This design comes from an exercise in tuning for small area on the open sky130 flow, not from production work. RTL that was checked went through simulation tests only; none was proved equivalent to the original. The RTL of run 1 was laid out without a check of its function. No activity file was given, so power comes from the tool's default toggle rates.

## flow/design.v (module list and top-level ports; edited modules follow where they fit)
// module custom_alu_top: 28 lines
// module custom_alu: 390 lines
// module custom_alu_row0: 10 lines
// module custom_alu_row1: 12 lines
// module custom_alu_row2: 14 lines
// module custom_alu_row3: 16 lines
// module custom_alu_row4: 18 lines
// module custom_alu_row5: 20 lines
// module custom_alu_row6: 46 lines
// module custom_alu_row7: 50 lines
// module custom_alu_row8: 57 lines
// module custom_alu_row9: 61 lines
// module custom_alu_row10: 69 lines
// module custom_alu_row11: 73 lines
// module custom_alu_row12: 80 lines
// module custom_alu_row13: 84 lines
// module custom_alu_row14: 94 lines
// module custom_alu_row15: 98 lines
// module custom_alu_row16: 105 lines
// module custom_alu_row17: 109 lines
// module custom_alu_row18: 117 lines
// module custom_alu_row19: 121 lines
// module custom_alu_row20: 128 lines
// module custom_alu_row21: 132 lines
// module custom_alu_row22: 142 lines
// module custom_alu_row23: 146 lines
// module custom_alu_row24: 153 lines
// module custom_alu_row25: 157 lines
// module custom_alu_row26: 165 lines
// module custom_alu_row27: 169 lines
// module custom_alu_row28: 176 lines
// module custom_alu_row29: 180 lines
// module custom_alu_row30: 192 lines
// module custom_alu_pg: 4 lines
// module custom_alu_go_nnn_p: 3 lines
// module custom_alu_go_ppp_p: 3 lines
// module custom_alu_gp_nnnn_p: 4 lines
// module custom_alu_gp_pppp_n: 4 lines
module custom_alu_top(
    input             CLK,
    input      [31:0] RA,
    input      [31:0] RB,
    input      [4:0]  ALU_OP,
    output reg [31:0] Y,
    output reg        C
    );
  // ...
==> flow/run.sh <==
#!/bin/bash
# synth_recipe.tcl (not shown) runs the flow's synth.tcl, then flattens the netlist and writes it again
# the make line also repeats each setting of config.mk as NAME=value (left out here)
make -C /OpenROAD-flow-scripts/flow DESIGN_CONFIG=/design/flow/config.mk WORK_HOME=/design/flow/orfs CLKGATE_MAP_FILE= SYNTH_SCRIPT=/design/flow/synth_recipe.tcl finish
==> flow/config.mk <==
export PLATFORM = sky130hd
export DESIGN_NAME = custom_alu_top
export DESIGN_NICKNAME = custom_alu_top
export VERILOG_FILES = /design/flow/design.v
export SDC_FILE = /design/flow/constraint.sdc
export NUM_CORES = 4
export LEC_CHECK = 0
export CAP_MARGIN = 20
export CORE_MARGIN = 2
export CORE_UTILIZATION = 40
export CTS_CLUSTER_DIAMETER = 60
export CTS_CLUSTER_SIZE = 10
export SLEW_MARGIN = 20
export SYNTH_HIERARCHICAL = 1
==> flow/constraint.sdc <==
create_clock -name core_clock -period 75.0 [get_ports {CLK}]
set_input_delay 15.0000 -clock core_clock [delete_from_list [all_inputs] [get_ports {CLK}]]
set_output_delay 15.0000 -clock core_clock [all_outputs]
set_load 0.01 [all_outputs]
==> summary.txt, run 1 <==
Run status
  • Status: complete, no violations

Cells and area
  • Finished Core Util: 44.3%
  • Bufs w/o clock: 225
  • Leading cell kind: multi-input combinational cells

Clock tree
  • Clock Sinks: 102
  • Hold_buf cts: 0
  • Clock Latency Late Sink: 0.43 ns

Floorplan
  • FP Rows: 103

Timing
  • Slew @ Worst Pin: 1.21 ns
  • Worst slew margin: 18.5%
  • Final hold viol count: 0
  • Final max-slew violation count: 0
  • Layout Skew: 0.0521 ns
  • Fmax: 14.2 MHz

Drt
  • Vias/cell: 5.87

Setup path
  • End of the worst register-to-register path: C
  • CP most frequent cell: o21ai_1
  • CP delay by family, top: compound AO/OA/AOI/OAI gates

Place
  • Pre-CTS setup slack: -0.0220 ns

Power
  • Sequential Power Share: 7.4%
  • Largest power group: combinational logic
  • Clk. pwr: 0.0561 mW
  • Logic power comb: 0.851 mW
  • Gate power share: 86.9%

Yosys
  • Count of cell types in the netlist: 71
  • #FFs+latches synth: 102
  • Post-synth EDFFs: 0
  • Ys Warns: 8
  • Most common cell in the netlist: mux2i_1
  • Syn avg cell area: 8.33 um^2

Min path
  • Hold depth: 3

Global routing
  • Gr usage total: 27.1%
  • Largest net degree at the start of global routing: 54
  • First-pass GRT wire length: 170000 um
==> module custom_alu_row4, before the edit <==
module custom_alu_row4(input [4:0] x, input [4:0] y, input ci, input ms, input en, output [4:0] r, output qo);
    wire [5:0] a_c;
    wire [4:0] a_s;
    assign a_c[0] = ci;
    assign a_s[0] = x[0] ^ y[0] ^ a_c[0];
    assign a_c[1] = (x[0] & y[0]) | (a_c[0] & (x[0] ^ y[0]));
    assign a_s[1] = x[1] ^ y[1] ^ a_c[1];
    assign a_c[2] = (x[1] & y[1]) | (a_c[1] & (x[1] ^ y[1]));
    assign a_s[2] = x[2] ^ y[2] ^ a_c[2];
    assign a_c[3] = (x[2] & y[2]) | (a_c[2] & (x[2] ^ y[2]));
    assign a_s[3] = x[3] ^ y[3] ^ a_c[3];
    assign a_c[4] = (x[3] & y[3]) | (a_c[3] & (x[3] ^ y[3]));
    assign a_s[4] = x[4] ^ y[4] ^ a_c[4];
    assign a_c[5] = (x[4] & y[4]) | (a_c[4] & (x[4] ^ y[4]));
    assign qo = en & ~(a_c[5]);
    wire sel = ms | qo;
    assign r = ~(sel ? {a_s[4], a_s[3], a_s[2], a_s[1], a_s[0]} : x);    
endmodule
==> module custom_alu_row5, before the edit <==
module custom_alu_row5(input [5:0] x, input [5:0] y, input ci, input ms, input en, output [5:0] r, output qo);
    wire [6:0] a_c;
    wire [5:0] a_s;
    assign a_c[0] = ci;
    assign a_s[0] = x[0] ^ y[0] ^ a_c[0];
    assign a_c[1] = (x[0] & y[0]) | (a_c[0] & (x[0] ^ y[0]));
    assign a_s[1] = x[1] ^ y[1] ^ a_c[1];
    assign a_c[2] = (x[1] & y[1]) | (a_c[1] & (x[1] ^ y[1]));
    assign a_s[2] = x[2] ^ y[2] ^ a_c[2];
    assign a_c[3] = (x[2] & y[2]) | (a_c[2] & (x[2] ^ y[2]));
    assign a_s[3] = x[3] ^ y[3] ^ a_c[3];
    assign a_c[4] = (x[3] & y[3]) | (a_c[3] & (x[3] ^ y[3]));
    assign a_s[4] = x[4] ^ y[4] ^ a_c[4];
    assign a_c[5] = (x[4] & y[4]) | (a_c[4] & (x[4] ^ y[4]));
    assign a_s[5] = x[5] ^ y[5] ^ a_c[5];
    assign a_c[6] = (x[5] & y[5]) | (a_c[5] & (x[5] ^ y[5]));
    assign qo = en & (a_c[6]);
    wire sel = ms | qo;
    assign r = ~(sel ? {a_s[5], a_s[4], a_s[3], a_s[2], a_s[1], a_s[0]} : x);    
endmodule
==> run 2: changes to the inputs <==
--- a/flow/design.v
+++ b/flow/design.v
@@ -471,42 +471,76 @@
     assign r = ~(sel ? {a_s[3], a_s[2], a_s[1], a_s[0]} : x);    
 endmodule
 module custom_alu_row4(input [4:0] x, input [4:0] y, input ci, input ms, input en, output [4:0] r, output qo);
-    wire [5:0] a_c;
-    wire [4:0] a_s;
-    assign a_c[0] = ci;
-    assign a_s[0] = x[0] ^ y[0] ^ a_c[0];
-    assign a_c[1] = (x[0] & y[0]) | (a_c[0] & (x[0] ^ y[0]));
-    assign a_s[1] = x[1] ^ y[1] ^ a_c[1];
-    assign a_c[2] = (x[1] & y[1]) | (a_c[1] & (x[1] ^ y[1]));
-    assign a_s[2] = x[2] ^ y[2] ^ a_c[2];
-    assign a_c[3] = (x[2] & y[2]) | (a_c[2] & (x[2] ^ y[2]));
-    assign a_s[3] = x[3] ^ y[3] ^ a_c[3];
-    assign a_c[4] = (x[3] & y[3]) | (a_c[3] & (x[3] ^ y[3]));
-    assign a_s[4] = x[4] ^ y[4] ^ a_c[4];
-    assign a_c[5] = (x[4] & y[4]) | (a_c[4] & (x[4] ^ y[4]));
-    assign qo = en & ~(a_c[5]);
+    wire [5:0] a_p, a_g;
+    assign a_p[0] = 1'b0;
+    assign a_g[0] = ci;
+    custom_alu_pg a_pg0 (.a(x[0]), .b(y[0]), .p(a_p[1]), .g(a_g[1]));
+    custom_alu_pg a_pg1 (.a(x[1]), .b(y[1]), .p(a_p[2]), .g(a_g[2]));
+    custom_alu_pg a_pg2 (.a(x[2]), .b(y[2]), .p(a_p[3]), .g(a_g[3]));
+    custom_alu_pg a_pg3 (.a(x[3]), .b(y[3]), .p(a_p[4]), .g(a_g[4]));
+    custom_alu_pg a_pg4 (.a(x[4]), .b(y[4]), .p(a_p[5]), .g(a_g[5]));
+    wire a_G0_1;
+    custom_alu_go_ppp_p a_G0_1_u (.gh(a_g[1]), .ph(a_p[1]), .gl(a_g[0]), .g(a_G0_1));
+    wire a_G0_3, a_P0_3;
+    custom_alu_gp_pppp_n a_G0_3_u (.gh(a_g[3]), .ph(a_p[3]), .gl(a_g[2]), .pl(a_p[2]), .g(a_G0_3), .p(a_P0_3));
+    wire a_G0_5, a_P0_5;
+    custom_alu_gp_pppp_n a_G0_5_u (.gh(a_g[5]), .ph(a_p[5]), .gl(a_g[4]), .pl(a_p[4]), .g(a_G0_5), .p(a_P0_5));
+    wire a_n0 = ~a_G0_1;
+    wire a_G1_3;
+    custom_alu_go_nnn_p a_G1_3_u (.gh(a_G0_3), .ph(a_P0_3), .gl(a_n0), .g(a_G1_3));
+    wire a_n1 = ~a_G1_3;
+    wire a_G2_5;
+    custom_alu_go_nnn_p a_G2_5_u (.gh(a_G0_5), .ph(a_P0_5), .gl(a_n1), .g(a_G2_5));
+    wire a_G3_2;
+    custom_alu_go_ppp_p a_G3_2_u (.gh(a_g[2]), .ph(a_p[2]), .gl(a_G0_1), .g(a_G3_2));
+    wire a_G3_4;
+    custom_alu_go_ppp_p a_G3_4_u (.gh(a_g[4]), .ph(a_p[4]), .gl(a_G1_3), .g(a_G3_4));
+    wire a_s0 = a_p[1] ^ a_g[0];
+    wire a_s1 = a_p[2] ^ a_G0_1;
+    wire a_s2 = a_p[3] ^ a_G3_2;
+    wire a_s3 = a_p[4] ^ a_G1_3;
+    wire a_s4 = a_p[5] ^ a_G3_4;
+    assign qo = en & ~(a_G2_5);
     wire sel = ms | qo;
-    assign r = ~(sel ? {a_s[4], a_s[3], a_s[2], a_s[1], a_s[0]} : x);    
+    assign r = ~(sel ? {a_s4, a_s3, a_s2, a_s1, a_s0} : x);    
 endmodule
 module custom_alu_row5(input [5:0] x, input [5:0] y, input ci, input ms, input en, output [5:0] r, output qo);
-    wire [6:0] a_c;
-    wire [5:0] a_s;
-    assign a_c[0] = ci;
-    assign a_s[0] = x[0] ^ y[0] ^ a_c[0];
-    assign a_c[1] = (x[0] & y[0]) | (a_c[0] & (x[0] ^ y[0]));
-    assign a_s[1] = x[1] ^ y[1] ^ a_c[1];
-    assign a_c[2] = (x[1] & y[1]) | (a_c[1] & (x[1] ^ y[1]));
-    assign a_s[2] = x[2] ^ y[2] ^ a_c[2];
-    assign a_c[3] = (x[2] & y[2]) | (a_c[2] & (x[2] ^ y[2]));
-    assign a_s[3] = x[3] ^ y[3] ^ a_c[3];
-    assign a_c[4] = (x[3] & y[3]) | (a_c[3] & (x[3] ^ y[3]));
-    assign a_s[4] = x[4] ^ y[4] ^ a_c[4];
-    assign a_c[5] = (x[4] & y[4]) | (a_c[4] & (x[4] ^ y[4]));
-    assign a_s[5] = x[5] ^ y[5] ^ a_c[5];
-    assign a_c[6] = (x[5] & y[5]) | (a_c[5] & (x[5] ^ y[5]));
-    assign qo = en & (a_c[6]);
+    wire [6:0] a_p, a_g;
+    assign a_p[0] = 1'b0;
+    assign a_g[0] = ci;
+    custom_alu_pg a_pg0 (.a(x[0]), .b(y[0]), .p(a_p[1]), .g(a_g[1]));
+    custom_alu_pg a_pg1 (.a(x[1]), .b(y[1]), .p(a_p[2]), .g(a_g[2]));
+    custom_alu_pg a_pg2 (.a(x[2]), .b(y[2]), .p(a_p[3]), .g(a_g[3]));
+    custom_alu_pg a_pg3 (.a(x[3]), .b(y[3]), .p(a_p[4]), .g(a_g[4]));
+    custom_alu_pg a_pg4 (.a(x[4]), .b(y[4]), .p(a_p[5]), .g(a_g[5]));
+    custom_alu_pg a_pg5 (.a(x[5]), .b(y[5]), .p(a_p[6]), .g(a_g[6]));
+    wire a_G0_1;
+    custom_alu_go_ppp_p a_G0_1_u (.gh(a_g[1]), .ph(a_p[1]), .gl(a_g[0]), .g(a_G0_1));
+    wire a_G0_3, a_P0_3;
+    custom_alu_gp_pppp_n a_G0_3_u (.gh(a_g[3]), .ph(a_p[3]), .gl(a_g[2]), .pl(a_p[2]), .g(a_G0_3), .p(a_P0_3));
+    wire a_G0_5, a_P0_5;
+    custom_alu_gp_pppp_n a_G0_5_u (.gh(a_g[5]), .ph(a_p[5]), .gl(a_g[4]), .pl(a_p[4]), .g(a_G0_5), .p(a_P0_5));
+    wire a_n0 = ~a_G0_1;
+    wire a_G1_3;
+    custom_alu_go_nnn_p a_G1_3_u (.gh(a_G0_3), .ph(a_P0_3), .gl(a_n0), .g(a_G1_3));
+    wire a_n1 = ~a_G1_3;
+    wire a_G2_5;
+    custom_alu_go_nnn_p a_G2_5_u (.gh(a_G0_5), .ph(a_P0_5), .gl(a_n1), .g(a_G2_5));
+    wire a_G3_2;
+    custom_alu_go_ppp_p a_G3_2_u (.gh(a_g[2]), .ph(a_p[2]), .gl(a_G0_1), .g(a_G3_2));
+    wire a_G3_4;
+    custom_alu_go_ppp_p a_G3_4_u (.gh(a_g[4]), .ph(a_p[4]), .gl(a_G1_3), .g(a_G3_4));
+    wire a_G3_6;
+    custom_alu_go_ppp_p a_G3_6_u (.gh(a_g[6]), .ph(a_p[6]), .gl(a_G2_5), .g(a_G3_6));
+    wire a_s0 = a_p[1] ^ a_g[0];
+    wire a_s1 = a_p[2] ^ a_G0_1;
+    wire a_s2 = a_p[3] ^ a_G3_2;
+    wire a_s3 = a_p[4] ^ a_G1_3;
+    wire a_s4 = a_p[5] ^ a_G3_4;
+    wire a_s5 = a_p[6] ^ a_G2_5;
+    assign qo = en & (a_G3_6);
     wire sel = ms | qo;
-    assign r = ~(sel ? {a_s[5], a_s[4], a_s[3], a_s[2], a_s[1], a_s[0]} : x);    
+    assign r = ~(sel ? {a_s5, a_s4, a_s3, a_s2, a_s1, a_s0} : x);    
 endmodule
 module custom_alu_row6(input [6:0] x, input [6:0] y, input ci, input ms, input en, output [6:0] r, output qo);
     wire [7:0] a_p, a_g;
==> summary.txt, run 2 <==
Run status
  • Status: complete, no violations (unchanged)

Flow run
  • Max cap viols: 0 (unchanged)

Place
  • Post-DP Area: 0.0340 mm^2 (was 0.0339 mm^2)
  • Gpl congestion: 1.02 (about the same)
  • Post-DP HPWL: 90500 um (was 90200 um)
  • I/O Buffers: 102 (unchanged)

Setup path
  • Critical Path Fanout Max: 28 (was 30)
  • CP most frequent cell: o21ai_1 (unchanged)
  • CP max-delay cell: or3_1 (was a21oi_2)
  • CP startpoint kind: register (unchanged)
  • Critical path class: register to register (unchanged)
  • Data required time of the worst path: 75.27 ns (was 75.30 ns)
  • Critical Path Max Stage Delay: 0.59 ns (was 0.62 ns)
  • Critical Path AT: 70.11 ns (was 70.69 ns)
  • Critical path endpoint category: register (unchanged)

Floorplan
  • Die span in x: 287 um (about the same)
  • Total core area: 0.0793 mm^2 (was 0.0791 mm^2)
  • FP Rows: 103 (unchanged)
  • Initial Util: 40.5% (about the same)
  • # IOs: 103 (unchanged)
  • Die Height: 287 um (about the same)
  • Die area: 0.0825 mm^2 (was 0.0823 mm^2)

Clock tree
  • Clock Latency Late Sink: 0.41 ns (was 0.43 ns)
  • Clock transition at the registers of the reported paths: 0.07 ns (was 0.13 ns)
  • Num CTS Buffers: 9 (unchanged)
  • Hold_buf cts: 0 (unchanged)
  • Clock Tree Root: clkbuf_16 (unchanged)
  • H-tree depth: 3 (unchanged)
  • CTS tree: yes (unchanged)
  • Clk buf depth: 2 (unchanged)
  • Clock Sinks: 102 (unchanged)

Cells and area
  • Top Registers: Y: 32 flops, ra_q: 32 flops, rb_q: 32 flops (unchanged)
  • Area delta synth->final: 8.88% (was 9.43%)
  • Commonest non-fill, non-tap cells in the layout: 527 x mux2i_1, 520 x ha_1, 513 x xor2_1, 407 x nand2_1, 350 x a21o_1 (was 521 x mux2i_1, 509 x ha_1, 502 x xor2_1, 403 x nand2_1, 343 x a21o_1)
  • Share of layout cells above drive strength 1: 12.8% (was 13.3%)
  • Commonest non-fill, non-tap cell in the layout: mux2i_1 (unchanged)
  • Final instance area: 0.0350 mm^2 (about the same)
  • Fin nets: 4587 (was 4581)

Yosys
  • Ys Warns: 8 (unchanged)
  • Ys async rst share: 0% (unchanged)
  • Most common cell in the netlist: mux2i_1 (unchanged)
  • Post-synth EDFFs: 0 (unchanged)
  • Mapped Area: 0.0321 mm^2 (was 0.0320 mm^2)
  • Synth top area cells: ha_1 20%, mux2i_1 16%, xor2_1 14%, a21o_1 8.2%, a21oi_2 7.5% (was ha_1 20%, mux2i_1 16%, xor2_1 14%, a21o_1 8.0%, a21oi_2 7.4%)
  • #FFs+latches synth: 102 (unchanged)
  • Synth cell count leaders: 527 x mux2i_1, 520 x ha_1, 513 x xor2_1, 408 x nand2_1, 350 x a21o_1 (was 521 x mux2i_1, 509 x ha_1, 502 x xor2_1, 404 x nand2_1, 343 x a21o_1)
  • Main synth FF type: dfxtp_1 (unchanged)
  • Post-Syn Instances: 3862 (was 3845)
  • Count of cell types in the netlist: 70 (was 71)
  • Seq/Total Area, Yosys: 6.36% (was 6.38%)
  • Yosys top cell area share: 20.3% (was 19.9%)
  • Syn avg cell area: 8.31 um^2 (was 8.33 um^2)
  • Synth area leader: ha_1 (unchanged)
  • Syn Nets: 4462 (was 4445)

Drt
  • DRT iter0 DRCs: 2783 (was 2753)
  • Final wirelength: 117000 um (about the same)
  • Routed Antenna Nets: 0 (unchanged)
  • Vias post-DR: 29533 (was 29598)
  • Vias/cell: 5.85 (was 5.87)
  • Met3 routed WL: 10500 um (was 9240 um)
  • Met1 WL: 50000 um (was 51500 um)
  • Highest Signal Layer: met5 (unchanged)
  • Post-DR wirelength/cell: 23.1 um (was 23.2 um)
  • Routed wl met2: 50100 um (was 50200 um)
  • Remaining DRCs: 0 (unchanged)
  • Drt first pass iters: 7 (was 6)

Timing
  • Slew @ Worst Pin: 1.38 ns (was 1.21 ns)
  • Fmax: 14.3 MHz (was 14.2 MHz)
  • Final max-slew violation count: 0 (unchanged)
  • Layout Skew: 0.0170 ns (was 0.0521 ns)
  • Final period util: 93.1% (was 93.9%)
  • Setup TNS: 0 ns (unchanged)
  • Worst slew margin: 6.92% (was 18.5%)
  • Final setup vio count: 0 (unchanged)
  • Final hold viol count: 0 (unchanged)
  • Final Critical Period: 69.84 ns (was 70.39 ns)

Global routing
  • Initial antenna violation count: 6 (was 3)
  • Vias in the first global route: 27478 (was 27445)
  • Gr usage total: 26.9% (was 27.1%)
  • First-pass GRT wire length: 169000 um (was 170000 um)
  • GR Overflow Total: 0 (unchanged)
  • Largest net degree at the start of global routing: 66 (was 54)

Min path
  • Worst hold path type: register to register (unchanged)

Power
  • Static Leakage: 20.1 nW (about the same)
  • Worst IR Drop VDD: 0.0139 mV (was 0.0154 mV)
  • Cell area power density: 28.0 mW/mm^2 (about the same)
## run 2: changes by cell type in the layout (fill, tap and decap cells not counted), moves of 7 or more
cell     before  now
a21o_1      343  350
buf_4       114  106
fa_1         21   10
ha_1        509  520
inv_1       206  193
o21ai_1     266  274
xor2_1      502  513
## run 2: critical path, delay by kind of cell (launching register included)
family	cells	cell delay (ns)
buf+inv	50	4.87
compound gates	143	33.75
fa+ha+maj	34	10.84
flops	1	0.56
simple gates	67	11.18
mux	31	8.26
## run 2: per-module statistics from Yosys, one instance, submodules excluded, excerpt
module	cells	area, um^2	copies in the design
custom_alu_row28	71	633	1
custom_alu_top	102	2040	1
custom_alu	748	4460	1
custom_alu_row3	14	164	1
custom_alu_row20	52	482	1
custom_alu_row22	56	518	1
custom_alu_go_ppp_p	1	7.51	350
custom_alu_row24	61	569	1
custom_alu_row19	49	433	1
custom_alu_row16	42	392	1
custom_alu_row30	75	691	1
custom_alu_row23	58	527	1
custom_alu_go_nnn_p	1	5.00	168
custom_alu_row0	7	55.1	1
custom_alu_row13	35	322	1
## run 2: cell type report
type | count | area, um^2
clock inverters | 7 | 81.3
well taps | 1050 | 1310
fillers | 7939 | 44300
flip-flops and latches | 102 | 2050
repair buffers | 213 | 1920
multi-input cells | 3467 | 28600
inverters | 194 | 729
clock buffers | 9 | 225
diodes | 5 | 12.5
## run 2: what timing repair did
| action | CTS | global route |
|---|---|---|
| endpoints found under the setup margin | 0 | 33 |
| gates resized for setup | 0 | 13 |
| buffers inserted | 0 | 48 |
## run 2: worst paths after layout
| kind | slack [ns] | endpoint | depth (start not counted) | from |
|---|---|---|---|---|
| worst max-delay path | 5.16 | C | 325 | op_q[2] |
| worst min-delay path | 0.86 | Y[31] | 3 | rb_q[31] |
| worst max register to register | 5.16 | C | 325 | op_q[2] |
| worst min register to register | 0.86 | Y[31] | 3 | rb_q[31] |
## run 2: cell families after synthesis
| logic type | share of synthesized area, % |
|---|---|
| AOI/OAI and AO/OA | 25.1 |
| xor gates and xnor gates | 14.6 |
| adders and majority gates | 20.9 |
| buffers and inverters | 5.31 |
| DFF | 6.36 |
| muxes | 16.6 |
| and+or+nand+nor | 11.2 |
## run 2: where the power goes
group | switching (mW) | total [mW] | internal (mW)
clock network | 0.0256 | 0.0520 | 0.0264
logic | 0.506 | 0.855 | 0.349
registers | 0.00773 | 0.0720 | 0.0642
total | 0.539 | 0.979 | 0.440
## run 2: metal layers
| metal | GRT usage (%) | up-vias |
|---|---|---|
| met1 | 35.8 | 13753 |
| met4 | 11.2 | 2 |
| met2 | 42.4 | 1222 |
| li1 | - | 14233 |
| met5 | 0 | - |
| met3 | 5.17 | 323 |
## run 2: metrics by stage
step	util, %	hold slack (ns)	setup WS (ns)	std cells	total power [mW]
detailed placement	42.9	0.807	1.46	4966	0.906
floorplan	-	0.638	17.11	3862	0.715
finish	44.1	0.856	5.16	5047	0.979
CTS	43.3	0.832	1.18	4982	0.962
global route	44.1	0.873	-0.119	5042	1.06
global placement	42.9	0.837	3.17	4966	0.901
==> run 3: changes to the inputs <==
--- a/flow/config.mk
+++ b/flow/config.mk
@@ -10,5 +10,6 @@
 export CORE_UTILIZATION = 40
 export CTS_CLUSTER_DIAMETER = 60
 export CTS_CLUSTER_SIZE = 10
+export SETUP_SLACK_MARGIN = -2
 export SLEW_MARGIN = 20
 export SYNTH_HIERARCHICAL = 1
==> summary.txt, run 3 <==
Cells and area
  • Fin nets: 4556 (was 4587)
  • Finished Layout Cells: 5017 (was 5047)
  • Final instance area: 0.0346 mm^2 (was 0.0350 mm^2)
  • Commonest non-fill, non-tap cells in the layout: 527 x mux2i_1, 520 x ha_1, 513 x xor2_1, 407 x nand2_1, 350 x a21o_1 (unchanged)
  • Finished Core Util: 43.7% (was 44.1%)
  • Top Registers: Y: 32 flops, ra_q: 32 flops, rb_q: 32 flops (unchanged)
  • Area delta synth->final: 7.91% (was 8.88%)
  • Share of layout cells above drive strength 1: 12.0% (was 12.8%)
  • Commonest non-fill, non-tap cell in the layout: mux2i_1 (unchanged)

Yosys
  • Mapped Area: 0.0321 mm^2 (unchanged)
  • Ys Warns: 8 (unchanged)
  • Post-Syn Instances: 3862 (unchanged)
  • Main synth FF type: dfxtp_1 (unchanged)
  • Synth area leader: ha_1 (unchanged)
  • Yosys top cell area share: 20.3% (unchanged)
  • Seq/Total Area, Yosys: 6.36% (unchanged)
  • Synth cell count leaders: 527 x mux2i_1, 520 x ha_1, 513 x xor2_1, 408 x nand2_1, 350 x a21o_1 (unchanged)
  • Synth top area cells: ha_1 20%, mux2i_1 16%, xor2_1 14%, a21o_1 8.2%, a21oi_2 7.5% (unchanged)
  • Ys async rst share: 0% (unchanged)
  • Syn Nets: 4462 (unchanged)
  • Most common cell in the netlist: mux2i_1 (unchanged)
  • Count of cell types in the netlist: 70 (unchanged)
  • #FFs+latches synth: 102 (unchanged)
  • Post-synth EDFFs: 0 (unchanged)
  • Syn avg cell area: 8.31 um^2 (unchanged)

Clock tree
  • Clk buf depth: 2 (unchanged)
  • Num CTS Buffers: 9 (unchanged)
  • Clock Latency Late Sink: 0.41 ns (about the same)
  • Clock transition at the registers of the reported paths: 0.07 ns (about the same)
  • Clock Sinks: 102 (unchanged)
  • H-tree depth: 3 (unchanged)
  • CTS tree: yes (unchanged)
  • Clock Tree Root: clkbuf_16 (unchanged)
  • Hold_buf cts: 0 (unchanged)

Global routing
  • GR Overflow Total: 0 (unchanged)
  • Largest net degree at the start of global routing: 66 (unchanged)
  • Vias in the first global route: 27478 (unchanged)
  • Initial antenna violation count: 6 (unchanged)
  • First-pass GRT wire length: 169000 um (unchanged)
  • Gr usage total: 26.9% (unchanged)

Drt
  • Routed Antenna Nets: 0 (unchanged)
  • Final wirelength: 116000 um (was 117000 um)
  • Vias post-DR: 29331 (was 29533)
  • Post-DR wirelength/cell: 23.0 um (was 23.1 um)
  • Vias/cell: 5.85 (about the same)
  • Drt first pass iters: 7 (unchanged)
  • DRT iter0 DRCs: 2696 (was 2783)
  • Remaining DRCs: 0 (unchanged)

Setup path
  • Crit path buffers/inverters: 47 (was 50)
  • Critical Path AT: 71.98 ns (was 70.11 ns)
  • Critical Path Max Stage Delay: 0.63 ns (was 0.59 ns)
  • Critical path endpoint category: register (unchanged)
  • CP delay by family, top: compound AO/OA/AOI/OAI gates (unchanged)
  • Data required time of the worst path: 75.27 ns (about the same)
  • R2R setup slack: 3.29 ns (was 5.16 ns)
  • Reg2Reg Launch Point: op_q[4] (was op_q[2])
  • Critical Path Fanout Max: 28 (unchanged)
  • CP startpoint kind: register (unchanged)
  • R2r worst-path depth: 322 (was 325)
  • CP max-delay cell: dfxtp_1 (was or3_1)
  • End of the worst register-to-register path: C (unchanged)
  • Critical path class: register to register (unchanged)
  • CP most frequent cell: o21ai_1 (unchanged)

Floorplan
  • Die span in x: 287 um (unchanged)
  • FP Rows: 103 (unchanged)
  • Initial Util: 40.5% (unchanged)
  • # IOs: 103 (unchanged)
  • Die Height: 287 um (unchanged)
  • Die area: 0.0825 mm^2 (unchanged)
  • Total core area: 0.0793 mm^2 (unchanged)

Min path
  • Hold path startpoint: rb_q[31] (unchanged)
  • Hold EP: Y[31] (unchanged)
  • Worst hold path type: register to register (unchanged)
  • Hold depth: 3 (unchanged)

Place
  • Placed cells: 4966 (unchanged)
  • I/O Buffers: 102 (unchanged)
  • Post-DP Area: 0.0340 mm^2 (unchanged)
  • Post-DP HPWL: 90500 um (unchanged)
  • Gpl congestion: 1.02 (unchanged)
  • Pre-CTS setup slack: 1.46 ns (unchanged)

Power
  • Cell area power density: 28.2 mW/mm^2 (was 28.0 mW/mm^2)
  • Worst IR Drop VDD: 0.0139 mV (about the same)
  • Static Leakage: 20.0 nW (was 20.1 nW)

Timing
  • Slew @ Worst Pin: 1.25 ns (was 1.38 ns)
  • Final period util: 95.6% (was 93.1%)
  • Fmax: 13.9 MHz (was 14.3 MHz)
  • Final setup margin: 3.29 ns (was 5.16 ns)
  • Final hold viol count: 0 (unchanged)
  • Worst slew margin: 15.7% (was 6.92%)
  • Hold_ws: 0.869 ns (was 0.856 ns)
  • Final Critical Period: 71.71 ns (was 69.84 ns)
  • Final max-slew violation count: 0 (unchanged)
  • Final setup vio count: 0 (unchanged)
  • Layout Skew: 0.0174 ns (was 0.0170 ns)

Flow run
  • Max cap viols: 0 (unchanged)

Run status
  • Status: complete, no violations (unchanged)
run 3: cell counts after synthesis:
No cell type changed its count.
run 3: cell type report:
cell class	instances	area, um^2
fillers	7952	44600
multi-input cells	3462	28500
flip-flops and latches	102	2050
repair buffers	187	1710
well taps	1050	1310
inverters	194	729
clock buffers	9	225
clock inverters	7	81.3
diodes	6	15.0
run 3: logic make-up after synthesis:
logic type | after synthesis | synth area share (%)
muxes | 531 | 16.6
and+or+nand+nor | 741 | 11.2
DFF | 102 | 6.36
buffers and inverters | 305 | 5.31
adders and majority gates | 530 | 20.9
AOI/OAI and AO/OA | 1119 | 25.1
xor gates and xnor gates | 534 | 14.6
run 3: how the worst max path moves through the flow:
stage               cells past startpoint     from  slack (ns)  to
floorplan                             333  op_q[3]       17.11   C
global placement                      318  op_q[1]        3.17   C
CTS                                   318  op_q[1]        1.18   C
detailed placement                    318  op_q[1]        1.46   C
global route                          321  op_q[4]       -1.95   C
finish                                322  op_q[4]        3.29   C
run 3: worst register-to-register path: cells and delay by family (launching register included):
kind,cells,cell delay (ns)
compound gates,150,36.01
fa+ha+maj,34,11.43
simple gates,60,10.94
mux,31,8.33
buf+inv,47,4.39
flops,1,0.63
run 3: what timing repair did:
action	in CTS	in global routing
resized for setup	0	5
endpoints found under the hold margin	0	0
endpoints found under the setup margin	0	33
buffers inserted	0	22
run 3: through the flow:
step / power (mW) / setup TNS [ns]
final: 0.977 / 0
after floorplan: 0.715 / 0
after global routing: 1.06 / -11.00
after CTS: 0.962 / 0
after global placement: 0.901 / 0
after detailed placement: 0.906 / 0
run 3: per-module statistics from Yosys (local to each module, per instance), excerpt:
module | copies in the design | cell area, um^2
custom_alu_row30 | 1 | 691
custom_alu_row27 | 1 | 619
custom_alu_row23 | 1 | 527
custom_alu_row13 | 1 | 322
custom_alu_row11 | 1 | 280
custom_alu_row10 | 1 | 263
custom_alu_row2 | 1 | 118
custom_alu_go_ppp_p | 350 | 7.51
run 3: power breakdown:
group / switching, mW / internal, mW / total (mW)
sequential: 0.00767 / 0.0642 / 0.0719
clock: 0.0257 / 0.0264 / 0.0521
combinational: 0.504 / 0.348 / 0.853
run 3: layer usage:
metal  share of wire, %  vias to the layer above  routed length [um]  track usage, %
met5             0.0086                        -                  10               0
met1                 44                    13743               50900            35.8
met3                7.9                      284                9140            5.17
li1                   -                    14174                   -               -
met2                 43                     1128               50000            42.4
met4                4.8                        2                5550            11.2
==> run 4: changes to the inputs <==
--- a/flow/config.mk
+++ b/flow/config.mk
@@ -7,7 +7,7 @@
 export LEC_CHECK = 0
 export CAP_MARGIN = 20
 export CORE_MARGIN = 2
-export CORE_UTILIZATION = 40
+export CORE_UTILIZATION = 45
 export CTS_CLUSTER_DIAMETER = 60
 export CTS_CLUSTER_SIZE = 10
 export SETUP_SLACK_MARGIN = -2
==> summary.txt, run 4 <==
Clock tree
  • Clock Latency Late Sink: 0.42 ns (was 0.41 ns)
  • Clock transition at the registers of the reported paths: 0.08 ns (was 0.07 ns)
  • Clock Sinks: 102 (unchanged)
  • Num CTS Buffers: 9 (unchanged)
  • Clk buf depth: 2 (unchanged)
  • CTS tree: yes (unchanged)
  • Clock Tree Root: clkbuf_16 (unchanged)
  • H-tree depth: 3 (unchanged)

Yosys
  • Post-synth EDFFs: 0 (unchanged)
  • Count of cell types in the netlist: 70 (unchanged)
  • Yosys top cell area share: 20.3% (unchanged)
  • Synth area leader: ha_1 (unchanged)
  • Ys async rst share: 0% (unchanged)
  • Synth cell count leaders: 527 x mux2i_1, 520 x ha_1, 513 x xor2_1, 408 x nand2_1, 350 x a21o_1 (unchanged)
  • Most common cell in the netlist: mux2i_1 (unchanged)
  • Post-Syn Instances: 3862 (unchanged)
  • Mapped Area: 0.0321 mm^2 (unchanged)
  • #FFs+latches synth: 102 (unchanged)
  • Ys Warns: 8 (unchanged)
  • Syn avg cell area: 8.31 um^2 (unchanged)
  • Main synth FF type: dfxtp_1 (unchanged)
  • Syn Nets: 4462 (unchanged)
  • Synth top area cells: ha_1 20%, mux2i_1 16%, xor2_1 14%, a21o_1 8.2%, a21oi_2 7.5% (unchanged)
  • Seq/Total Area, Yosys: 6.36% (unchanged)

Min path
  • Hold EP: Y[28] (was Y[31])
  • Worst hold path type: register to register (unchanged)
  • Hold depth: 3 (unchanged)
  • Hold path startpoint: rb_q[28] (was rb_q[31])

Timing
  • Final setup vio count: 0 (unchanged)
  • Final Critical Period: 71.51 ns (was 71.71 ns)
  • Final period util: 95.3% (was 95.6%)
  • Layout Skew: 0.0267 ns (was 0.0174 ns)
  • Final hold viol count: 0 (unchanged)
  • Fmax: 14.0 MHz (was 13.9 MHz)
  • Final max-slew violation count: 0 (unchanged)
  • Worst slew margin: 10.9% (was 15.7%)
  • Slew @ Worst Pin: 1.32 ns (was 1.25 ns)

Setup path
  • Critical path endpoint category: register (unchanged)
  • End of the worst register-to-register path: C (unchanged)
  • Critical path class: register to register (unchanged)
  • Reg2Reg Launch Point: op_q[3] (was op_q[4])
  • CP startpoint kind: register (unchanged)
  • R2r worst-path depth: 323 (was 322)
  • Critical Path AT: 71.78 ns (was 71.98 ns)
  • Critical path startpoint: op_q[3] (was op_q[4])
  • Critical Path Fanout Max: 28 (unchanged)
  • CP most frequent cell: o21ai_1 (unchanged)
  • R2R setup slack: 3.49 ns (was 3.29 ns)
  • Data required time of the worst path: 75.27 ns (about the same)
  • Critical Path Max Stage Delay: 0.72 ns (was 0.63 ns)
  • CP max-delay cell: dfxtp_1 (unchanged)

Flow run
  • Max cap viols: 0 (unchanged)

Power
  • Worst IR Drop VDD: 0.0159 mV (was 0.0139 mV)
  • Internal: 0.436 mW (was 0.439 mW)
  • Design Power: 0.973 mW (was 0.977 mW)
  • Clock power share: 5.4% (was 5.3%)
  • Net switching power: 0.537 mW (was 0.538 mW)
  • Static Leakage: 20.0 nW (about the same)
  • Sw frac: 55.2% (was 55.1%)
  • Gate power share: 87.3% (about the same)
  • Cell area power density: 28.2 mW/mm^2 (about the same)
  • Sequential Power Share: 7.4% (about the same)

Floorplan
  • Die area: 0.0735 mm^2 (was 0.0825 mm^2)
  • Die span in x: 271 um (was 287 um)
  • Initial Util: 45.6% (was 40.5%)
  • FP Rows: 97 (was 103)
  • # IOs: 103 (unchanged)
  • Die Height: 271 um (was 287 um)
  • Total core area: 0.0704 mm^2 (was 0.0793 mm^2)

Global routing
  • Initial antenna violation count: 7 (was 6)
  • GR Overflow Total: 0 (unchanged)
  • First-pass GRT wire length: 170000 um (was 169000 um)
  • Gr usage total: 30.2% (was 26.9%)
  • Largest net degree at the start of global routing: 55 (was 66)
  • Vias in the first global route: 27333 (was 27478)

Cells and area
  • Commonest non-fill, non-tap cell in the layout: mux2i_1 (unchanged)
  • Multi-input gate area: 0.0285 mm^2 (about the same)
  • Top Registers: Y: 32 flops, ra_q: 32 flops, rb_q: 32 flops (unchanged)
  • Finished Layout Cells: 4901 (was 5017)
  • Commonest non-fill, non-tap cells in the layout: 527 x mux2i_1, 520 x ha_1, 513 x xor2_1, 407 x nand2_1, 350 x a21o_1 (unchanged)
  • Filler cells: 6950 (was 7952)
  • Area delta synth->final: 7.33% (was 7.91%)
  • Share of layout cells above drive strength 1: 11.8% (was 12.0%)
  • Fin nets: 4551 (was 4556)
  • Sequential standard cell area: 0.00204 mm^2 (was 0.00205 mm^2)

Run status
  • Status: complete, no violations (unchanged)

Drt
  • Drt first pass iters: 6 (was 7)
  • Vias/cell: 5.95 (was 5.85)
  • Final wirelength: 115000 um (was 116000 um)
  • Remaining DRCs: 0 (unchanged)
  • Routed Antenna Nets: 0 (unchanged)
  • Vias post-DR: 29180 (was 29331)
  • Post-DR wirelength/cell: 23.5 um (was 23.0 um)
  • DRT iter0 DRCs: 2784 (was 2696)

Place
  • Placed cells: 4853 (was 4966)
  • Post-DP HPWL: 90600 um (was 90500 um)
  • Gpl congestion: 1.01 (was 1.02)
  • I/O Buffers: 102 (unchanged)
run 4: cell counts after synthesis:
No cell type changed its count.
run 4: Yosys stat by module (local to each module, per instance), a selection:
module,flip-flops and latches,cell area (um^2),cells
custom_alu_row2,0,118,11
custom_alu_row10,0,263,28
custom_alu_row5,0,144,16
custom_alu_row11,0,280,30
custom_alu_pg,0,12.5,1
custom_alu_row24,0,569,61
custom_alu_row8,0,214,23
custom_alu_row18,0,429,46
custom_alu_row27,0,619,68
run 4: through the flow:
step | utilization (%) | TNS (ns) | setup slack (ns) | instance area (um^2) | hold slack (ns)
5_1_grt | 48.9 | -11.65 | -1.87 | 34500 | 0.908
3_5_place_dp | 48.1 | 0 | 1.15 | 33900 | 0.848
2_1_floorplan | - | 0 | 17.11 | 32100 | 0.638
6_report | 49.0 | 0 | 3.49 | 34500 | 0.878
4_1_cts | 48.5 | 0 | 0.922 | 34200 | 0.877
3_3_place_gp | 48.1 | 0 | 2.72 | 33900 | 0.856
run 4: area by class of cell:
class / count / share of cell area, %
multi-input combinational: 3462 / 82.8
sequential: 102 / 5.93
timing repair buffer: 182 / 4.84
tap: 940 / 3.41
inverter: 194 / 2.12
clock buffer: 9 / 0.654
clock inverter: 7 / 0.214
antenna: 5 / 0.0363
run 4: cells by family (layout without fill, tap and decap cells):
| logic type | Yosys count | in the layout | synth area share, % |
|---|---|---|---|
| AO/OA/AOI/OAI | 1119 | 1123 | 25.1 |
| multiplexers | 531 | 531 | 16.6 |
| buffers and inverters | 305 | 392 | 5.31 |
| adder cells (fa/ha/maj) | 530 | 530 | 20.9 |
| flip-flops | 102 | 102 | 6.36 |
| AND/OR/NAND/NOR | 741 | 744 | 11.2 |
| other | 0 | 5 | 0 |
| XOR/XNOR | 534 | 534 | 14.6 |
run 4: worst max path at each step:
stage	endpoint	slack, ns	depth (start not counted)
finish	C	3.49	323
global route	C	-1.87	322
CTS	C	0.92	318
detailed placement	C	1.15	318
global placement	C	2.72	319
floorplan	C	17.11	333
run 4: power groups by stage:
stage	Combinational, mW	Clock, mW	Sequential, mW
global placement	0.828	0	0.0727
detailed placement	0.830	0	0.0727
CTS	0.834	0.0531	0.0714
floorplan	0.643	0	0.0725
global route	0.932	0.0550	0.0723
finish	0.849	0.0522	0.0719
run 4: per-layer routing:
layer	GRT usage, %	vias to the layer above	share of wire (%)
met5	0	-	0
met4	13.3	0	5.0
met3	5.91	305	8.9
met2	47.1	1130	43
met1	40.2	13564	43
li1	-	14181	-
run 4: worst max-delay path: cells and delay by family (launching register included):
family,cells,cell delay (ns)
mux,31,8.19
buf+inv,49,4.86
simple gates,57,10.48
fa+ha+maj,34,11.51
compound gates,152,35.38
flops,1,0.72
run 4: what timing repair did:
item	in CTS	in global routing
endpoints found under the setup margin	0	33
hold buffers	0	0
setup buffers	0	19
resized for setup	0	4
==> run 5: changes to the inputs <==
==> flow/flow/run.sh (new file) <==
#!/bin/bash
# Standard layout, except that the port buffers use the smallest buffer cell
# (sky130_fd_sc_hd__buf_1) instead of the one buffer_ports picks by default.
set -e
export BUFFER_PORTS_ARGS="-buffer_cell sky130_fd_sc_hd__buf_1"
bash standard.sh > standard_sh.log 2>&1
==> flow/standard.sh (new file) <==
#!/bin/bash
# synth_recipe.tcl (not shown) runs the flow's synth.tcl, then flattens the netlist and writes it again
# the make line also repeats each setting of config.mk as NAME=value (left out here)
make -C /OpenROAD-flow-scripts/flow DESIGN_CONFIG=/design/flow/config.mk WORK_HOME=/design/flow/orfs CLKGATE_MAP_FILE= SYNTH_SCRIPT=/design/flow/synth_recipe.tcl "${@:-finish}"
--- a/flow/config.mk
+++ b/flow/config.mk
@@ -7,9 +7,8 @@
 export LEC_CHECK = 0
 export CAP_MARGIN = 20
 export CORE_MARGIN = 2
-export CORE_UTILIZATION = 45
+export CORE_UTILIZATION = 40
 export CTS_CLUSTER_DIAMETER = 60
 export CTS_CLUSTER_SIZE = 10
-export SETUP_SLACK_MARGIN = -2
 export SLEW_MARGIN = 20
 export SYNTH_HIERARCHICAL = 1
removed: flow/run.sh
==> summary.txt, run 5 <==
Drt
  • Remaining DRCs: 0 (unchanged)
  • Vias/cell: 5.86 (was 5.95)
  • Drt first pass iters: 9 (was 6)
  • DRT iter0 DRCs: 2506 (was 2784)
  • Post-DR wirelength/cell: 23.1 um (was 23.5 um)
  • Final wirelength: 116000 um (was 115000 um)
  • Vias post-DR: 29493 (was 29180)
  • Routed Antenna Nets: 0 (unchanged)

Clock tree
  • Clock Latency Late Sink: 0.41 ns (was 0.42 ns)
  • Clock transition at the registers of the reported paths: 0.07 ns (was 0.08 ns)
  • Clk buf depth: 2 (unchanged)
  • CTS tree: yes (unchanged)
  • Clock Sinks: 102 (unchanged)
  • Clock Tree Root: clkbuf_16 (unchanged)
  • H-tree depth: 3 (unchanged)
  • Num CTS Buffers: 9 (unchanged)
  • Hold_buf cts: 0 (unchanged)

Timing
  • Slew @ Worst Pin: 1.12 ns (was 1.32 ns)
  • Final setup margin: 5.04 ns (was 3.49 ns)
  • Fmax: 14.3 MHz (was 14.0 MHz)
  • Final Critical Period: 69.96 ns (was 71.51 ns)
  • Final setup vio count: 0 (unchanged)
  • Final period util: 93.3% (was 95.3%)
  • Final hold viol count: 0 (unchanged)
  • Worst slew margin: 25.1% (was 10.9%)
  • Final max-slew violation count: 0 (unchanged)
  • Layout Skew: 0.0218 ns (was 0.0267 ns)

Power
  • Gate power share: 87.3% (about the same)
  • Clock power share: 5.2% (was 5.4%)
  • Cell area power density: 28.2 mW/mm^2 (about the same)
  • Internal: 0.425 mW (was 0.436 mW)
  • Static Leakage: 19.8 nW (was 20.0 nW)
  • Design Power: 0.964 mW (was 0.973 mW)
  • Worst IR Drop VDD: 0.0147 mV (was 0.0159 mV)
  • Sw frac: 55.9% (was 55.2%)
  • Net switching power: 0.539 mW (was 0.537 mW)
  • Sequential Power Share: 7.5% (was 7.4%)

Global routing
  • Largest net degree at the start of global routing: 53 (was 55)
  • GR Overflow Total: 0 (unchanged)
  • Gr usage total: 27.0% (was 30.2%)
  • Initial antenna violation count: 8 (was 7)
  • Vias in the first global route: 27506 (was 27333)
  • First-pass GRT wire length: 170000 um (about the same)

Setup path
  • CP max-delay cell: or4_4 (was dfxtp_1)
  • Critical path endpoint category: register (unchanged)
  • CP most frequent cell: o21ai_1 (unchanged)
  • Critical Path Max Stage Delay: 0.58 ns (was 0.72 ns)
  • Data required time of the worst path: 75.26 ns (was 75.27 ns)
  • R2R setup slack: 5.04 ns (was 3.49 ns)
  • CP delay by family, top: compound AO/OA/AOI/OAI gates (unchanged)
  • End of the worst register-to-register path: C (unchanged)
  • Critical path startpoint: op_q[2] (was op_q[3])
  • Crit path buffers/inverters: 48 (was 49)
  • Critical path class: register to register (unchanged)
  • R2r worst-path depth: 323 (unchanged)
  • Reg2Reg Launch Point: op_q[2] (was op_q[3])
  • Critical Path AT: 70.22 ns (was 71.78 ns)
  • Critical Path Fanout Max: 28 (unchanged)
  • CP startpoint kind: register (unchanged)

Yosys
  • Main combinational cell family by area after synthesis: compound AO/OA/AOI/OAI gates (unchanged)
  • Synth Area in Simple Gates: 11.2% (unchanged)
  • Mapped Area: 0.0321 mm^2 (unchanged)
  • Main synth FF type: dfxtp_1 (unchanged)
  • Yosys top cell area share: 20.3% (unchanged)
  • Synth cell count leaders: 527 x mux2i_1, 520 x ha_1, 513 x xor2_1, 408 x nand2_1, 350 x a21o_1 (unchanged)
  • Synth area leader: ha_1 (unchanged)
  • Synth Area in Adders: 20.9% (unchanged)
  • Post-Synth XOR/XNOR Area: 14.6% (unchanged)
  • #FFs+latches synth: 102 (unchanged)
  • Syn avg cell area: 8.31 um^2 (unchanged)
  • Synth Area in Compound Gates: 25.1% (unchanged)
  • Post-Syn Instances: 3862 (unchanged)
  • Ys Warns: 8 (unchanged)
  • Post-synthesis mux area share: 16.6% (unchanged)
  • Synth top area cells: ha_1 20%, mux2i_1 16%, xor2_1 14%, a21o_1 8.2%, a21oi_2 7.5% (unchanged)
  • Ys async rst share: 0% (unchanged)
  • Post-synth EDFFs: 0 (unchanged)
  • Syn Nets: 4462 (unchanged)
  • Count of cell types in the netlist: 70 (unchanged)
  • Seq/Total Area, Yosys: 6.36% (unchanged)
  • Most common cell in the netlist: mux2i_1 (unchanged)

Floorplan
  • Total core area: 0.0793 mm^2 (was 0.0704 mm^2)
  • Initial Util: 40.5% (was 45.6%)
  • # IOs: 103 (unchanged)
  • Die area: 0.0825 mm^2 (was 0.0735 mm^2)
  • Die span in x: 287 um (was 271 um)
  • Die Height: 287 um (was 271 um)
  • FP Rows: 103 (was 97)

Min path
  • Hold EP: Y[31] (was Y[28])
  • Worst hold path type: register to register (unchanged)
  • Hold depth: 3 (unchanged)
  • Hold path startpoint: rb_q[31] (was rb_q[28])

Flow run
  • Max cap viols: 0 (unchanged)

Cells and area
  • Commonest non-fill, non-tap cell in the layout: mux2i_1 (unchanged)
  • Finished Core Util: 43.1% (was 49.0%)
  • Top Registers: Y: 32 flops, ra_q: 32 flops, rb_q: 32 flops (unchanged)
  • Area delta synth->final: 6.39% (was 7.33%)
  • Fin nets: 4573 (was 4551)
  • Share of layout cells above drive strength 1: 12.5% (was 11.8%)
  • Commonest non-fill, non-tap cells in the layout: 527 x mux2i_1, 520 x ha_1, 513 x xor2_1, 407 x nand2_1, 350 x a21o_1 (unchanged)
  • Final instance area: 0.0342 mm^2 (was 0.0345 mm^2)

Place
  • Post-DP HPWL: 90300 um (was 90600 um)
  • Gpl congestion: 1.01 (about the same)
  • I/O Buffers: 102 (unchanged)
  • Pre-CTS setup slack: 1.15 ns (about the same)
  • Post-DP Area: 0.0334 mm^2 (was 0.0339 mm^2)

Run status
  • Status: complete, no violations (unchanged)
run 5: metal layers:
metal	up-vias	track usage (%)	routed length, um
li1	14222	-	-
met5	-	0	30
met1	13691	35.8	50600
met4	4	12.5	6430
met3	326	5.23	9610
met2	1250	42.1	49700
run 5: logic make-up after synthesis:
| family | after synthesis |
|---|---|
| AO/OA/AOI/OAI | 1119 |
| multiplexers | 531 |
| XOR/XNOR | 534 |
| adder cells (fa/ha/maj) | 530 |
| flip-flops | 102 |
| buffers and inverters | 305 |
| AND/OR/NAND/NOR | 741 |
run 5: tightest hold or removal path: stages, from the launching register on:
cell and delay, ns:
dfxtp_1 0.37, mux2i_1 0.09, o21ai_0 0.14, a221o_1 0.20
run 5: worst max-delay path by stage:
stage | to | slack (ns) | cells after the start
6_report | C | 5.04 | 323
5_1_grt | C | -0.12 | 322
4_1_cts | C | 0.92 | 319
3_5_place_dp | C | 1.15 | 319
3_3_place_gp | C | 2.98 | 319
2_1_floorplan | C | 17.11 | 333
run 5: area by class of cell:
type	instances	area, um^2
inverters	194	729
well taps	1050	1310
multi-input cells	3466	28600
diodes	3	7.51
clock buffers	10	239
clock inverters	5	55.1
flip-flops and latches	102	2050
fillers	7991	45100
repair buffers	200	1130
run 5: modules after synthesis (local to each module, per instance), excerpt:
module	area (um^2)	times used
custom_alu_go_ppp_p	7.51	350
custom_alu_gp_nnnn_p	8.76	100
custom_alu_row1	96.3	1
custom_alu_row11	280	1
custom_alu_row19	433	1
custom_alu_row21	489	1
custom_alu_row22	518	1
custom_alu_row29	662	1
custom_alu_row6	173	1
custom_alu_row7	181	1
custom_alu_row9	226	1
custom_alu_top	2040	1
run 5: timing repair:
item / in CTS / in global routing
gates resized for setup: 0 / 15
buffers inserted: 0 / 35
hold endpoints to repair: 0 / 0
setup endpoints to repair: 0 / 33
run 5: power by group through the flow:
stage	logic (mW)	registers [mW]	clock network, mW
floorplan	0.643	0.0725	0
global placement	0.817	0.0727	0
global route	0.923	0.0724	0.0530
finish	0.842	0.0719	0.0504
CTS	0.825	0.0714	0.0514
detailed placement	0.821	0.0728	0
run 5: metrics by stage:
| step | hold WS [ns] | std cells | setup TNS, ns |
|---|---|---|---|
| 5_1_grt | 0.887 | 5027 | -0.123 |
| 3_3_place_gp | 0.823 | 4966 | 0 |
| 3_5_place_dp | 0.810 | 4966 | 0 |
| 2_1_floorplan | 0.638 | 3862 | 0 |
| 4_1_cts | 0.825 | 4981 | 0 |
| 6_report | 0.861 | 5030 | 0 |
==> run 6: changes to the inputs <==
--- a/flow/config.mk
+++ b/flow/config.mk
@@ -10,5 +10,6 @@
 export CORE_UTILIZATION = 40
 export CTS_CLUSTER_DIAMETER = 60
 export CTS_CLUSTER_SIZE = 10
+export SETUP_SLACK_MARGIN = -2
 export SLEW_MARGIN = 20
 export SYNTH_HIERARCHICAL = 1
==> summary.txt, run 6 <==
Cells and area
  • Multi-input gate area: 0.0286 mm^2 (about the same)
  • Finished Core Util: 42.8% (was 43.1%)
  • Final instance area: 0.0339 mm^2 (was 0.0342 mm^2)
  • Sequential standard cell area: 0.00205 mm^2 (about the same)
  • Share of layout cells above drive strength 1: 11.8% (was 12.5%)
  • Top Registers: Y: 32 flops, ra_q: 32 flops, rb_q: 32 flops (unchanged)
  • Commonest non-fill, non-tap cell in the layout: mux2i_1 (unchanged)
  • Area delta synth->final: 5.65% (was 6.39%)
  • Commonest non-fill, non-tap cells in the layout: 527 x mux2i_1, 520 x ha_1, 513 x xor2_1, 407 x nand2_1, 350 x a21o_1 (unchanged)
  • Fin nets: 4551 (was 4573)
  • Filler cells: 8011 (was 7991)

Clock tree
  • H-tree depth: 3 (unchanged)
  • Num CTS Buffers: 9 (unchanged)
  • Clk buf depth: 2 (unchanged)
  • Clock Sinks: 102 (unchanged)
  • Clock transition at the registers of the reported paths: 0.07 ns (about the same)
  • Clock Latency Late Sink: 0.41 ns (about the same)
  • Clock Tree Root: clkbuf_16 (unchanged)
  • CTS tree: yes (unchanged)

Yosys
  • Ys async rst share: 0% (unchanged)
  • Post-synth EDFFs: 0 (unchanged)
  • Post-Syn Instances: 3862 (unchanged)
  • Main synth FF type: dfxtp_1 (unchanged)
  • Mapped Area: 0.0321 mm^2 (unchanged)
  • Seq/Total Area, Yosys: 6.36% (unchanged)
  • Synth area leader: ha_1 (unchanged)
  • Synth cell count leaders: 527 x mux2i_1, 520 x ha_1, 513 x xor2_1, 408 x nand2_1, 350 x a21o_1 (unchanged)
  • Synth top area cells: ha_1 20%, mux2i_1 16%, xor2_1 14%, a21o_1 8.2%, a21oi_2 7.5% (unchanged)
  • Yosys top cell area share: 20.3% (unchanged)
  • Syn Nets: 4462 (unchanged)
  • #FFs+latches synth: 102 (unchanged)
  • Count of cell types in the netlist: 70 (unchanged)
  • Syn avg cell area: 8.31 um^2 (unchanged)
  • Ys Warns: 8 (unchanged)
  • Most common cell in the netlist: mux2i_1 (unchanged)

Floorplan
  • # IOs: 103 (unchanged)
  • Total core area: 0.0793 mm^2 (unchanged)
  • FP Rows: 103 (unchanged)
  • Die area: 0.0825 mm^2 (unchanged)
  • Die Height: 287 um (unchanged)
  • Initial Util: 40.5% (unchanged)
  • Die span in x: 287 um (unchanged)

Drt
  • Routed Antenna Nets: 0 (unchanged)
  • DRT iter0 DRCs: 2585 (was 2506)
  • Post-DR wirelength/cell: 23.1 um (about the same)
  • Drt first pass iters: 6 (was 9)
  • Vias post-DR: 29413 (was 29493)
  • Final wirelength: 116000 um (about the same)
  • Remaining DRCs: 0 (unchanged)
  • Vias/cell: 5.88 (was 5.86)

Setup path
  • End of the worst register-to-register path: C (unchanged)
  • CP startpoint kind: register (unchanged)
  • R2R setup slack: 3.10 ns (was 5.04 ns)
  • Data required time of the worst path: 75.26 ns (about the same)
  • Critical path startpoint: op_q[4] (was op_q[2])
  • CP max-delay cell: dfxtp_1 (was or4_4)
  • Critical path endpoint category: register (unchanged)
  • Critical Path Fanout Max: 28 (unchanged)
  • Critical Path AT: 72.16 ns (was 70.22 ns)
  • Reg2Reg Launch Point: op_q[4] (was op_q[2])
  • Critical path class: register to register (unchanged)
  • Critical Path Max Stage Delay: 0.62 ns (was 0.58 ns)
  • R2r worst-path depth: 322 (was 323)
  • CP most frequent cell: o21ai_1 (unchanged)

Place
  • Post-DP HPWL: 90300 um (unchanged)
  • Pre-CTS setup slack: 1.15 ns (unchanged)
  • I/O Buffers: 102 (unchanged)
  • Gpl congestion: 1.01 (unchanged)
  • Post-DP Area: 0.0334 mm^2 (unchanged)

Min path
  • Worst hold path type: register to register (unchanged)
  • Hold path startpoint: rb_q[31] (unchanged)
  • Hold EP: Y[31] (unchanged)
  • Hold depth: 3 (unchanged)

Timing
  • Final Critical Period: 71.90 ns (was 69.96 ns)
  • Fmax: 13.9 MHz (was 14.3 MHz)
  • Setup TNS: 0 ns (unchanged)
  • Final setup vio count: 0 (unchanged)
  • Final setup margin: 3.10 ns (was 5.04 ns)
  • Worst slew margin: 23.2% (was 25.1%)
  • Slew @ Worst Pin: 1.15 ns (was 1.12 ns)
  • Layout Skew: 0.0199 ns (was 0.0218 ns)
  • Final hold viol count: 0 (unchanged)
  • Final max-slew violation count: 0 (unchanged)
  • Final period util: 95.9% (was 93.3%)

Flow run
  • Max cap viols: 0 (unchanged)

Global routing
  • Vias in the first global route: 27506 (unchanged)
  • Gr usage total: 27.0% (unchanged)
  • Largest net degree at the start of global routing: 53 (unchanged)
  • First-pass GRT wire length: 170000 um (unchanged)
  • GR Overflow Total: 0 (unchanged)
  • Initial antenna violation count: 8 (unchanged)

Run status
  • Status: complete, no violations (unchanged)

Power
  • Design Power: 0.962 mW (was 0.964 mW)
  • Worst IR Drop VDD: 0.0148 mV (was 0.0147 mV)
  • Static Leakage: 19.7 nW (was 19.8 nW)
  • Cell area power density: 28.4 mW/mm^2 (was 28.2 mW/mm^2)
run 6: worst max path at each step:
| stage | to | slack [ns] |
|---|---|---|
| after floorplan | C | 17.11 |
| after global placement | C | 2.98 |
| after detailed placement | C | 1.15 |
| after CTS | C | 0.92 |
| after global routing | C | -2.00 |
| final | C | 3.10 |
run 6: timing repair:
action | CTS | global route
setup buffers | 0 | 15
endpoints found under the hold margin | 0 | 0
endpoints found under the setup margin | 0 | 33
hold buffers | 0 | 0
resized for setup | 0 | 5
run 6: final cells by class:
class                   count  share of cell area (%)
clock inverters             5                   0.162
flip-flops and latches    102                    6.03
clock buffers              10                   0.705
repair buffers            180                    2.89
diodes                      1                 0.00738
multi-input cells        3464                    84.2
inverters                 194                    2.15
well taps                1050                    3.87
run 6: kinds of logic after synthesis:
family / after synthesis / synth area share, %
AOI/OAI and AO/OA: 1119 / 25.1
xor gates and xnor gates: 534 / 14.6
adders and majority gates: 530 / 20.9
buffers and inverters: 305 / 5.31
DFF: 102 / 6.36
muxes: 531 / 16.6
and+or+nand+nor: 741 / 11.2
run 6: worst max-delay path, delay by kind of cell (launching register included):
kind	cells	cell delay, ns
and+or+nand+nor	58	10.68
AOI/OAI and AO/OA	152	35.31
buffers and inverters	47	4.90
muxes	31	8.96
adders and majority gates	34	11.02
DFF	1	0.62
run 6: power by group:
part | internal [mW] | leakage, nW | total, mW | switching [mW]
sequential | 0.0642 | 0.859 | 0.0718 | 0.00755
clock | 0.0241 | 0.141 | 0.0501 | 0.0260
combinational | 0.337 | 18.7 | 0.841 | 0.504
total | 0.425 | 19.7 | 0.962 | 0.538
run 6: metal layers:
layer	wire length [um]	global-route usage (%)	part of all wire [%]
met1	49800	35.8	43
met4	6320	12.5	5.5
met5	30	0	0.026
met2	49400	42.1	43
met3	10100	5.23	8.8
run 6: metrics by stage:
| stage | hold slack, ns | instances |
|---|---|---|
| finish | 0.839 | 5006 |
| global route | 0.887 | 5005 |
| CTS | 0.825 | 4981 |
| detailed placement | 0.810 | 4966 |
| global placement | 0.823 | 4966 |
| floorplan | 0.638 | 3862 |
run 6: modules after synthesis, one instance, submodules excluded, excerpt:
module               copies in the design  cells inside  cell area, um^2
custom_alu_row17                        1            45              404
custom_alu_row11                        1            30              280
custom_alu_row6                         1            18              173
custom_alu_go_nnn_p                   168             1             5.00
custom_alu_go_ppp_p                   350             1             7.51
custom_alu_row26                        1            65              607
custom_alu_row9                         1            26              226
custom_alu_row8                         1            23              214
custom_alu_row21                        1            54              489
custom_alu_row7                         1            20              181
custom_alu_top                          1           102             2040
custom_alu_row20                        1            52              482
custom_alu_row10                        1            28              263
custom_alu_row22                        1            56              518

==> static timing again, ports no longer ideal <==
In the flow no input, the clock included, has a driving cell. The finished layouts below were timed again as built, in two steps.
Step 1, drivers: a clkbuf_16 drives CLK and a buf_2 each remaining input, both assumed.
Step 2 adds t to the input delays and takes it off the output delays; t is the mean of the earliest and latest rising clock arrival at the registers after step 1. Input paths then give back, and output paths get back, about the clock's delay inside the block.
Slacks: ideal / step 1 / step 2; pairs: ideal / step 1.
| run | t (ns) | slack for setup (ns) | latest minus earliest clock arrival (ns) | pins driven straight from the clock port |
|---|---|---|---|---|
| run 1 | 0.472 | 4.612 / 4.612 / 4.612 | 0.055 / 0.054 | 1 |
| run 2 | 0.455 | 5.158 / 5.158 / 5.158 | 0.017 / 0.017 | 1 |
| run 3 | 0.455 | 3.287 / 3.287 / 3.287 | 0.018 / 0.018 | 1 |
| run 4 | 0.465 | 3.495 / 3.494 / 3.494 | 0.027 / 0.026 | 1 |
| run 5 | 0.460 | 5.038 / 5.038 / 5.038 | 0.022 / 0.022 | 1 |
| run 6 | 0.458 | 3.096 / 3.096 / 3.096 | 0.021 / 0.020 | 1 |
After both steps setup and hold are still met in every run listed. For run 4, which loses most, drivers alone change the setup slack by -0.001 ns; drivers and shift together by -0.001 ns.
